Source: an optimization exercise on an open RTL-to-GDS flow (aim: small area and a short achievable clock period). Production flows keep margins and buffers that such runs may drop. No activity file was given, so power comes from the tool's default toggle rates.

==> module fifo, before the edit <==
module fifo(clock,reset,pin,sin,din,pout,dout, TM, SI, S0);
input clock,reset;
input pin, sin;
input [8:0] din;
output pout;
output [8:0] dout;
output S0;
input TM, SI;
reg [4:0]   memw, memr;    
reg         ne;            
reg         full;          
reg         one;           
reg [8:0]   dq;            
reg [287:0] mem;           
assign pout = ne;
assign S0   = memw[4];
assign dout = dq;
wire write = pin & ~full;
wire pop   = ~sin & ne;
wire [4:0] w1 = memw + 5'd1;
wire [4:0] r1 = memr + 5'd1;
wire [4:0] wt = {memw[3:0], memr[4]};       
wire tby0   = (memw == {memr[3:0], 1'b0});
wire tby1   = (memw == {memr[3:0], 1'b1});
wire [4:0] w_nx = TM ? wt : (write ? w1 : memw);
wire [4:0] r_nx = TM ? {memr[3:0], SI} : (pop ? r1 : memr);
wire [31:0] wdec = 32'd1 << memw;
integer i;
always @(posedge clock)
  for (i = 0; i < 32; i = i + 1)
    if (write & wdec[i]) mem[9*i +: 9] <= din;
wire [4:0] rn = ~memr;
wire       tn = ~TM, sn = ~SI;
wire [7:0] hn, ht;                   
wire [3:0] ln, lt;                   
genvar e, b, k;
generate
  for (e = 0; e < 8; e = e + 1) begin : g_hi
    fifo_and3 un (.a(e & 4 ? memr[4] : rn[4]), .b(e & 2 ? memr[3] : rn[3]),
                  .c(e & 1 ? memr[2] : rn[2]), .x(hn[e]));
    fifo_and3 ut (.a(e & 4 ? memr[3] : rn[3]), .b(e & 2 ? memr[2] : rn[2]),
                  .c(e & 1 ? memr[1] : rn[1]), .x(ht[e]));
  end
  for (e = 0; e < 4; e = e + 1) begin : g_lo
    fifo_and3 un (.a(tn), .b(e & 2 ? memr[1] : rn[1]),
                  .c(e & 1 ? memr[0] : rn[0]), .x(ln[e]));
    fifo_and3 ut (.a(TM), .b(e & 2 ? memr[0] : rn[0]),
                  .c(e & 1 ? SI : sn), .x(lt[e]));
  end
endgenerate
wire [31:0] sel;
generate
  for (e = 0; e < 32; e = e + 1) begin : g_sel
    fifo_ao22 u (.a1(hn[((e + 31) % 32) / 4]), .a2(ln[(e + 31) % 4]),
                 .b1(ht[e / 4]),               .b2(lt[e % 4]),
                 .x(sel[e]));
  end
endgenerate
wire byp = write & (TM ? (SI ? tby1 : tby0) : (pop ? one : ~ne));
wire ld  = byp | TM | pop;        
wire nbyp = ~byp;
wire rdl = nbyp & (TM | pop);     
wire [8:0] dnext;
generate
  for (b = 0; b < 9; b = b + 1) begin : g_rd
    wire [3:0] g;
    wire [1:0] t;
    wire       h;
    for (e = 0; e < 4; e = e + 1) begin : g_grp
      wire [7:0] m;
      for (k = 0; k < 8; k = k + 1) begin : g_m
        assign m[k] = mem[9*(8*e+k)+b];
      end
      fifo_andor8 u (.s(sel[8*e +: 8]), .m(m), .y(g[e]));
    end
    fifo_nor2   u0 (.a(g[0]), .b(g[1]), .y(t[0]));
    fifo_nor2   u1 (.a(g[2]), .b(g[3]), .y(t[1]));
    fifo_o22ai  u2 (.a1(ld), .a2(dq[b]), .b1(nbyp), .b2(din[b]), .y(h));
    fifo_a31oi  u3 (.a1(rdl), .a2(t[0]), .a3(t[1]), .b1(h), .y(dnext[b]));
  end
endgenerate
always @(posedge clock)
  dq <= dnext;
always @(posedge clock or posedge reset) begin
  if (reset) begin
    memw <= 5'd0;
    memr <= 5'd0;
    ne   <= 1'b0;
    full <= 1'b0;
    one  <= 1'b0;
  end else begin
    memw <= w_nx;
    memr <= r_nx;
    ne   <= (w_nx != r_nx);
    full <= (w_nx + 5'd1 == r_nx);
    one  <= (w_nx == r_nx + 5'd1);
  end
end
endmodule
export LEC_CHECK = 0
export CAP_MARGIN = 20
export CORE_MARGIN = 2
export CORE_UTILIZATION = 65
export SETUP_SLACK_MARGIN = 1.5
export SLEW_MARGIN = 20
export SYNTH_HIERARCHICAL = 1
create_clock -name core_clock -period 3.5 [get_ports {clock}]
standard.sh (not shown) runs the stock make flow with config.mk's settings and CLKGATE_MAP_FILE= SYNTH_SCRIPT=/design/flow/synth_recipe.tcl, a recipe that flattens the netlist after the stock synthesis.
==> flow/flow/run.sh <==
#!/bin/bash
# Layout flow: the standard ORFS flow (standard.sh), with two changes:
#  - the port buffers are plain buf_2 cells instead of the delay cells
#    buffer_ports picks by default;
#  - the clock tree uses larger sink clusters and no dummy loads.
# make's full output goes to flow.log in the work folder; ORFS keeps each
# step's own log under orfs/logs/.
set -euo pipefail
export BUFFER_PORTS_ARGS="-buffer_cell sky130_fd_sc_hd__buf_2"
export CTS_ARGS="-sink_clustering_enable -repair_clock_nets -dont_use_dummy_load -sink_clustering_size 30 -sink_clustering_max_diameter 80 -buf_list {sky130_fd_sc_hd__clkbuf_8 sky130_fd_sc_hd__clkbuf_16}"
bash standard.sh > flow.log 2>&1
Change:
--- a/flow/design.v
+++ b/flow/design.v
@@ -18,16 +18,20 @@
 assign dout = dq;
 wire write = pin & ~full;
 wire pop   = ~sin & ne;
 wire [4:0] w1 = memw + 5'd1;
 wire [4:0] r1 = memr + 5'd1;
 wire [4:0] wt = {memw[3:0], memr[4]};       
-wire tby0   = (memw == {memr[3:0], 1'b0});
-wire tby1   = (memw == {memr[3:0], 1'b1});
-wire [4:0] w_nx = TM ? wt : (write ? w1 : memw);
-wire [4:0] r_nx = TM ? {memr[3:0], SI} : (pop ? r1 : memr);
+wire two    = (memw == memr + 5'd2);          
+wire thirty = ((memw + 5'd2) == memr);        
+wire e0     = (memw[3:0] == memr[3:0]);
+wire e1     = (memw[3:0] == memr[3:0] + 4'd1);
+wire e15    = (memw[3:0] + 4'd1 == memr[3:0]);
+wire tbh    = (memw[4:1] == memr[3:0]);
+wire tby0   = tbh & ~memw[0];                 
+wire tby1   = tbh &  memw[0];                 
 wire [31:0] wdec = 32'd1 << memw;
 integer i;
 always @(posedge clock)
   for (i = 0; i < 32; i = i + 1)
     if (write & wdec[i]) mem[9*i +: 9] <= din;
 wire [4:0] rn = ~memr;
@@ -86,18 +90,30 @@
   if (reset) begin
     memw <= 5'd0;
     memr <= 5'd0;
     ne   <= 1'b0;
     full <= 1'b0;
     one  <= 1'b0;
+  end else if (TM) begin
+    memw <= wt;
+    memr <= {memr[3:0], SI};
+    ne   <= ~(e0 & (memr[4] == SI));
+    full <= SI ? (~memr[4] & e0) : (memr[4] & e15);
+    one  <= SI ? (~memr[4] & e1) : (memr[4] & e0);
   end else begin
-    memw <= w_nx;
-    memr <= r_nx;
-    ne   <= (w_nx != r_nx);
-    full <= (w_nx + 5'd1 == r_nx);
-    one  <= (w_nx == r_nx + 5'd1);
+    memw <= write ? w1 : memw;
+    memr <= pop ? r1 : memr;
+    if (write & ~pop) begin
+      ne   <= 1'b1;
+      full <= thirty;
+      one  <= ~ne;
+    end else if (pop & ~write) begin
+      ne   <= ~one;
+      full <= 1'b0;
+      one  <= two;
+    end
   end
 end
 endmodule
 module fifo_and3(input a, b, c, output x);
   assign x = a & b & c;
 endmodule
The changed run ran to the end with no violations.
Utilization decreases by 2.2 points.
Register-to-register slack is better by 0.07 ns.
Hold slack stays flat.
Clock power barely changes.
Cell count decreases by a few percent.
Wire length decreases by a few percent.
Setup slack is better by 0.072 ns.
Final area decreases by a few percent.
Synthesized area is about the same.
Global-route usage decreases by 2.3 points.
Clock-buffer cell count stays the same.
No run of this note included a check of the RTL's function; only the layout flow was run.

==> re-timing with driven ports <==
The flow's constraints put no driver on any port. The routed layouts listed below were extracted and timed again, unchanged, in two steps. Step 1 assumes that a clkbuf_16 drives the clock port and a buf_2 every other input. Step 2, shift: input delay + t, output delay - t, t = (earliest + latest rising clock arrival at the registers) / 2. This alone moves slack from input paths to output paths. a / b / c = no drivers / after step 1 / after step 2; a / b = the first two.
run | shift t [ns] | setup slack, ns | worst register clock-pin slew, ns | worst data-port slew with drivers (ns)
the first run | 0.524 | 1.294 / 1.294 / 0.851 | 0.11 / 0.11 | 0.03
the second run | 0.528 | 1.367 / 1.367 / 0.907 | 0.11 / 0.11 | 0.03
After both steps every run listed still meets setup and hold. The setup slack of the second run, which loses most, moves by 0.000 ns with the drivers and by -0.460 ns with both steps.
